Background: an optimization exercise with open tools, aiming at small area and a short achievable clock period. Do not read the settings as production practice. Function was not checked in any run shown here: the RTL went through the layout flow alone.

## flow/design.v (module list and top-level ports; edited modules follow where they fit)
// module mult_cell: 46 lines
// module mult_man: 927 lines
module mult_man (
  input clk, input rstn, input data_rdy,
  input [16:0] mult1_signed, input [16:0] mult2_signed,
  output [31:0] res, output [33:0] res_signed, output res_rdy, output [32:0] res_final);
  // ...
==> flow/run.sh <==
#!/bin/bash
# synth_recipe.tcl (not shown) runs the flow's synth.tcl, then flattens the netlist and writes it again
# the make line also repeats each setting of config.mk as NAME=value (left out here)
make -C /OpenROAD-flow-scripts/flow DESIGN_CONFIG=/design/flow/config.mk WORK_HOME=/design/flow/orfs CLKGATE_MAP_FILE= SYNTH_SCRIPT=/design/flow/synth_recipe.tcl finish
==> flow/config.mk <==
export PLATFORM = sky130hd
export DESIGN_NAME = mult_man
export DESIGN_NICKNAME = mult_man
export VERILOG_FILES = /design/flow/design.v
export SDC_FILE = /design/flow/constraint.sdc
export NUM_CORES = 4
export LEC_CHECK = 0
export ABC_CLOCK_PERIOD_IN_PS = 2000
export CAP_MARGIN = 20
export CORE_MARGIN = 2
export CORE_UTILIZATION = 40
export SETUP_SLACK_MARGIN = 2.5
export SLEW_MARGIN = 20
==> flow/constraint.sdc <==
create_clock -name core_clock -period 4.5 [get_ports {clk}]
set_input_delay 0.9000 -clock core_clock [delete_from_list [all_inputs] [get_ports {clk}]]
set_output_delay 0.9000 -clock core_clock [all_outputs]
set_load 0.01 [all_outputs]
==> results.sh, run 1 <==
export IMPL_outcome="finished clean"
export IMPL_synth_top_area_share_pct=27.40
export IMPL_hold_class="input pin to async pin"
export IMPL_seq_share_pct=30.85
export IMPL_synth_top_cell_by_area="dfxtp_1"
export IMPL_insertion_delay_ps=520
export IMPL_place_area_um2=18350
export IMPL_ff2ff_path_depth=13
export IMPL_fp_row_count=74
export IMPL_fin_tns_setup_ps=0
export IMPL_synth_xor_area_share_pct=4.227
export IMPL_met1_usage_pct=24.40
export IMPL_mostFrequentLayoutCells="inv_1, and2_1, dfxtp_1"
export IMPL_hold_violations=0
export IMPL_slew_viol_final=0
export IMPL_htreeDepth=2
export IMPL_routed_top_layer="met4"
export IMPL_dieHeight_um=206.3
export IMPL_synthSimpleGateAreaFrac_pct=14.26
export IMPL_final_common_cell="inv_1"
export IMPL_startpoint="p2_col11_0"
export IMPL_buffers=224
export IMPL_wl_met1_um=17030
export IMPL_async_flop_share_pct=23.29
export IMPL_drt_first_pass_iters=4
export IMPL_final_nets=2049
export IMPL_routed_via_count=10891
export IMPL_max_freq_mhz=264.4
export IMPL_fill_cells=3685
export IMPL_fin_crit_sh_pct=84.06
==> inputs of run 2 (changes only) <==
--- a/flow/design.v
+++ b/flow/design.v
@@ -921,53 +921,19 @@
   wire c416 = (s311 & c360) | (s311 & s361) | (c360 & s361);
   wire s417 = c312 ^ c362 ^ s363;
   wire c418 = (c312 & c362) | (c312 & s363) | (c362 & s363);
   wire s419 = p2_col29_0 ^ p2_col29_1 ^ c364;
   wire c420 = (p2_col29_0 & p2_col29_1) | (p2_col29_0 & c364) | (p2_col29_1 & c364);
   wire [31:0] cx = {1'b0,p2_col30_0,c418,c416,c414,c412,c410,c408,c406,c404,c402,c400,c398,c396,c394,c392,c390,c388,c386,c384,c382,c380,c378,c376,c374,c372,c370,c368,c366,p2_col2_2,p2_col1_0,p2_col0_0};
   wire [31:0] cy = {1'b0,c420,s419,s417,s415,s413,s411,s409,s407,s405,s403,s401,s399,s397,s395,s393,s391,s389,s387,s385,s383,s381,s379,s377,s375,s373,s371,s369,s367,s365,p2_col1_1,1'b0};
   wire [31:0] prod = cx + cy;
-  reg p3_p_0; always @(posedge clk) p3_p_0 <= prod[0];
-  reg p3_p_1; always @(posedge clk) p3_p_1 <= prod[1];
-  reg p3_p_2; always @(posedge clk) p3_p_2 <= prod[2];
-  reg p3_p_3; always @(posedge clk) p3_p_3 <= prod[3];
-  reg p3_p_4; always @(posedge clk) p3_p_4 <= prod[4];
-  reg p3_p_5; always @(posedge clk) p3_p_5 <= prod[5];
-  reg p3_p_6; always @(posedge clk) p3_p_6 <= prod[6];
-  reg p3_p_7; always @(posedge clk) p3_p_7 <= prod[7];
-  reg p3_p_8; always @(posedge clk) p3_p_8 <= prod[8];
-  reg p3_p_9; always @(posedge clk) p3_p_9 <= prod[9];
-  reg p3_p_10; always @(posedge clk) p3_p_10 <= prod[10];
-  reg p3_p_11; always @(posedge clk) p3_p_11 <= prod[11];
-  reg p3_p_12; always @(posedge clk) p3_p_12 <= prod[12];
-  reg p3_p_13; always @(posedge clk) p3_p_13 <= prod[13];
-  reg p3_p_14; always @(posedge clk) p3_p_14 <= prod[14];
-  reg p3_p_15; always @(posedge clk) p3_p_15 <= prod[15];
-  reg p3_p_16; always @(posedge clk) p3_p_16 <= prod[16];
-  reg p3_p_17; always @(posedge clk) p3_p_17 <= prod[17];
-  reg p3_p_18; always @(posedge clk) p3_p_18 <= prod[18];
-  reg p3_p_19; always @(posedge clk) p3_p_19 <= prod[19];
-  reg p3_p_20; always @(posedge clk) p3_p_20 <= prod[20];
-  reg p3_p_21; always @(posedge clk) p3_p_21 <= prod[21];
-  reg p3_p_22; always @(posedge clk) p3_p_22 <= prod[22];
-  reg p3_p_23; always @(posedge clk) p3_p_23 <= prod[23];
-  reg p3_p_24; always @(posedge clk) p3_p_24 <= prod[24];
-  reg p3_p_25; always @(posedge clk) p3_p_25 <= prod[25];
-  reg p3_p_26; always @(posedge clk) p3_p_26 <= prod[26];
-  reg p3_p_27; always @(posedge clk) p3_p_27 <= prod[27];
-  reg p3_p_28; always @(posedge clk) p3_p_28 <= prod[28];
-  reg p3_p_29; always @(posedge clk) p3_p_29 <= prod[29];
-  reg p3_p_30; always @(posedge clk) p3_p_30 <= prod[30];
-  reg p3_p_31; always @(posedge clk) p3_p_31 <= prod[31];
-  reg p3_n_0; always @(posedge clk) p3_n_0 <= p2_n_0;
-  reg v3; always @(posedge clk or negedge rstn) if (!rstn) v3 <= 1'b0; else v3 <= v2;
-  wire [31:0] pf = {p3_p_31,p3_p_30,p3_p_29,p3_p_28,p3_p_27,p3_p_26,p3_p_25,p3_p_24,p3_p_23,p3_p_22,p3_p_21,p3_p_20,p3_p_19,p3_p_18,p3_p_17,p3_p_16,p3_p_15,p3_p_14,p3_p_13,p3_p_12,p3_p_11,p3_p_10,p3_p_9,p3_p_8,p3_p_7,p3_p_6,p3_p_5,p3_p_4,p3_p_3,p3_p_2,p3_p_1,p3_p_0};
-  wire nf = p3_n_0;
-  wire vf = v3;
+  wire [31:0] pf = {prod[31],prod[30],prod[29],prod[28],prod[27],prod[26],prod[25],prod[24],prod[23],prod[22],prod[21],prod[20],prod[19],prod[18],prod[17],prod[16],prod[15],prod[14],prod[13],prod[12],prod[11],prod[10],prod[9],prod[8],prod[7],prod[6],prod[5],prod[4],prod[3],prod[2],prod[1],prod[0]};
+  wire nf = p2_n_0;
+  wire vf = v2;
   wire [33:0] sgn = nf ? (34'd0 - {2'b00, pf}) : {2'b00, pf};
   reg [31:0] r_q; reg [33:0] rs_q; reg rdy_q;
   always @(posedge clk or negedge rstn)
     if (!rstn) begin r_q <= 32'd0; rs_q <= 34'd0; rdy_q <= 1'b0; end
     else begin rdy_q <= vf; r_q <= vf ? pf : 32'd0; rs_q <= vf ? sgn : 34'd0; end
   assign res = r_q; assign res_signed = rs_q; assign res_rdy = rdy_q;
   assign res_final = {1'b0, r_q};
 endmodule
==> flow/config.mk (replaced) <==
export PLATFORM = sky130hd
export DESIGN_NAME = mult_man
export DESIGN_NICKNAME = mult_man
export VERILOG_FILES = /design/flow/design.v
export SDC_FILE = /design/flow/constraint.sdc
export NUM_CORES = 4
export LEC_CHECK = 0
export ABC_CLOCK_PERIOD_IN_PS = 3000
export CAP_MARGIN = 20
export CORE_MARGIN = 2
export CORE_UTILIZATION = 40
export SETUP_SLACK_MARGIN = 1.5
export SLEW_MARGIN = 20
==> run 2 against run 1 <==
Now fails the layout checks on setup timing. Utilization grew 4.0 points. Die area shrank 1.1%. Routed wire length grew 4.4%. First-iteration DRC count shrank 16%. Highest routed layer unchanged.
==> results.sh, run 2 <==
export IMPL_postLayoutCoreUtil_pct=54.14
export IMPL_pin_count=137
export IMPL_largest_registers="rs_q x33, r_q x31"
export IMPL_drv_cap=0
export IMPL_fp_row_count=73
export IMPL_fp_coreArea_um2=39820
export IMPL_fin_tns_setup_ps=-3293
export IMPL_dpl_hpwl_um=28670
export IMPL_htreeDepth=1
export IMPL_finClkSkew_ps=29.10
export IMPL_drc=0
export IMPL_mostFrequentLayoutCells="inv_1, fa_1, dfxtp_1"
export IMPL_place_ws_ps=-433.6
export IMPL_final_area_um2=21560
export IMPL_dieHeight_um=205.1
export IMPL_cts_tree="done"
export IMPL_synth_area_top_cells="fa_1, dfxtp_1, dfrtp_1"
export IMPL_grt_max_degree=68
export IMPL_synth_top_area_share_pct=24.25
export IMPL_cp_start_kind="flip-flop"
export IMPL_fill_cells=3557
export IMPL_worst_slew_pin_slew_ps=951.1
export IMPL_outcome="finished with violations"
export IMPL_ff2ff_path_depth=16
export IMPL_cts_root_buffer="clkbuf_16"
export IMPL_postRouteAntennaNets=0
export IMPL_rsz0062_at_grt="yes"
export IMPL_fin_ws_ps=-372.9
export IMPL_ys_seq_area_share_pct=33.99
export IMPL_cpMostUsedCell="fa_1"
export IMPL_routed_wl_um=39450
export IMPL_final_common_cell="inv_1"
export IMPL_hold_violations=0
export IMPL_cts_sinks=258
export IMPL_fp_dieW_um=205.1
export IMPL_yosys_top_cells_count="inv_1, fa_1, dfxtp_1"
export IMPL_cp_max_fo=5
export IMPL_synth_distinct_cells=79
export IMPL_clockBufferDepth=3
export IMPL_crit_chain="inv_2 -> fa_1 -> fa_1 -> fa_1 -> inv_2 -> ha_4 -> buf_6 -> nand4_4 -> buf_4 -> a2111oi_4 -> o211a_1 -> nor3_2 -> or4_4 -> or4_4 -> o21a_1 -> mux2_4"
export IMPL_path_depth=16
export IMPL_grt_pass1_wl_um=64760
export IMPL_cp_endpoint="rs_q[26]"
export IMPL_start_util_pct=40.63
export IMPL_port_buffers=135
export IMPL_grt_overflow_total=0
export IMPL_place_gp_congestion=0.8271
export IMPL_postSynthNetCount=1941
export IMPL_startpoint="p2_col12_0"
export IMPL_slowest_delay_ps=550
export IMPL_synth_edf_count=0
export IMPL_insertion_delay_ps=570
export IMPL_syn_inst=1660
export IMPL_regMostFlops="rs_q"
export IMPL_netlist_area_um2=16180
export IMPL_cp_arrival_ps=5320
export IMPL_grt_pass1_vias=12616
export IMPL_slew_viol_final=0
export IMPL_cp_required_ps=4950
export IMPL_fin_crit_sh_pct=108.3
export IMPL_place_area_um2=19180
export IMPL_r2r_end="rs_q[26]"
export IMPL_max_slew_margin_pct=36.51
export IMPL_fin_crit_ps=4873
export IMPL_ys_ff_latch=258
export IMPL_cts_buffers=28
export IMPL_drt_initial_drc_count=469
export IMPL_path_delay_family="adder cells"
export IMPL_reg2reg_slack_ps=-370
export IMPL_areaGrowthSynthToFinish_pct=33.24
export IMPL_hold_class="flip-flop to flip-flop"
export IMPL_postCtsHoldBufs=0
export IMPL_setup_violations=18
export IMPL_reg2reg_from="p2_col12_0"
export IMPL_cts_clk_slew_worst_paths_ps=60
export IMPL_max_freq_mhz=205.2
export IMPL_synth_top_cell_by_area="fa_1"
export IMPL_via_per_inst=4.714
export IMPL_critPathSlowestCell="fa_1"
export IMPL_synth_ff_type="dfxtp_1"
export IMPL_endpoint_kind="flip-flop"
export IMPL_drt_first_pass_iters=5
export IMPL_async_flop_share_pct=25.97
export IMPL_critical_path_class="flip-flop to flip-flop"
export IMPL_routed_via_count=11649
export IMPL_drive_gt1_share_pct=22.61
export IMPL_grt_use_total_pct=19.42
export IMPL_synth_most_common_cell="inv_1"
export IMPL_antenna_found_initial=0
export IMPL_cp_buffers_inverters=4
export IMPL_multi_input_area_um2=10260
export IMPL_dieArea_um2=42080
export IMPL_violations="setup timing"
export IMPL_largest_register_ffs=33
export IMPL_yosysWarnings=1
export IMPL_final_nets=2207
export IMPL_routedWlPerCell_um=15.97
export IMPL_diodes=0
export IMPL_regArea_um2=5512
export IMPL_synth_area_per_cell_um2=9.748
-- run 2: repair_timing --
action / CTS / global route
buffers inserted: 28 / 17
pin swaps: 57 / 53
gates resized for setup: 154 / 81
endpoints found under the setup margin: 53 / 54
hold endpoints to repair: 0 / 0
-- run 2: cell families after synthesis --
kind of cell | count (synthesis) | share of synthesized area, %
other cells | 1 | 0.02317
fa+ha+maj | 244 | 27.96
mux | 7 | 0.4871
flops | 258 | 33.99
simple gates | 506 | 16.17
xor+xnor | 65 | 3.518
compound gates | 177 | 7.678
buf+inv | 402 | 10.18
-- run 2: layout make-up --
type / count / share of cell area (%)
multi-input combinational: 1000 / 47.60
sequential: 258 / 25.56
timing repair buffer: 324 / 13.66
inverter: 314 / 5.467
clock buffer: 38 / 3.813
tap: 525 / 3.047
clock inverter: 12 / 0.8473
-- run 2: worst min-delay path by stage --
stage                       from  endpoint  cells after the start
after floorplan           p1_n_0    p2_n_0                      0
after global placement        v1        v2                      0
after detailed placement      v1        v2                      0
after CTS                     v1        v2                      0
after global routing          v1        v2                      0
final                         v1        v2                      0
-- run 2: metal layers --
metal	GRT usage (%)	wire length, µm
met5	0	0
met2	33.24	18890
met3	2.959	2034
met4	5.601	840
met1	25.49	17690
-- run 2: through the flow --
stage | std cells | hold slack, ps
6_report | 2471 | 348.9
3_5_place_dp | 2376 | 337.3
5_1_grt | 2471 | 352.6
4_1_cts | 2454 | 352.2
3_3_place_gp | 2376 | 339.3
2_1_floorplan | 1660 | 309.6

separate check: timing with driven ports:
In the flow no input, the clock included, has a driving cell. The finished layouts below were timed again as built, in two steps. Step 1 sets driving cells, clkbuf_16 on the clock port and buf_2 on the other inputs (assumed; they add their load-dependent delay and slew). Step 2 also shifts input and output timing later by t, the mid clock arrival at the registers, as if the neighbouring blocks saw the same clock. Slacks: no drivers / after step 1 / after step 2; pairs: no drivers / after step 1.
run | shift t [ns] | setup WS [ns] | worst setup path after step 2 | pins driven straight from the clock port
run 1 | 0.554 | 0.717 / 0.717 / 0.717 | register to register | 1
run 2 | 0.607 | -0.373 / -0.373 / -0.373 | register to register | 1
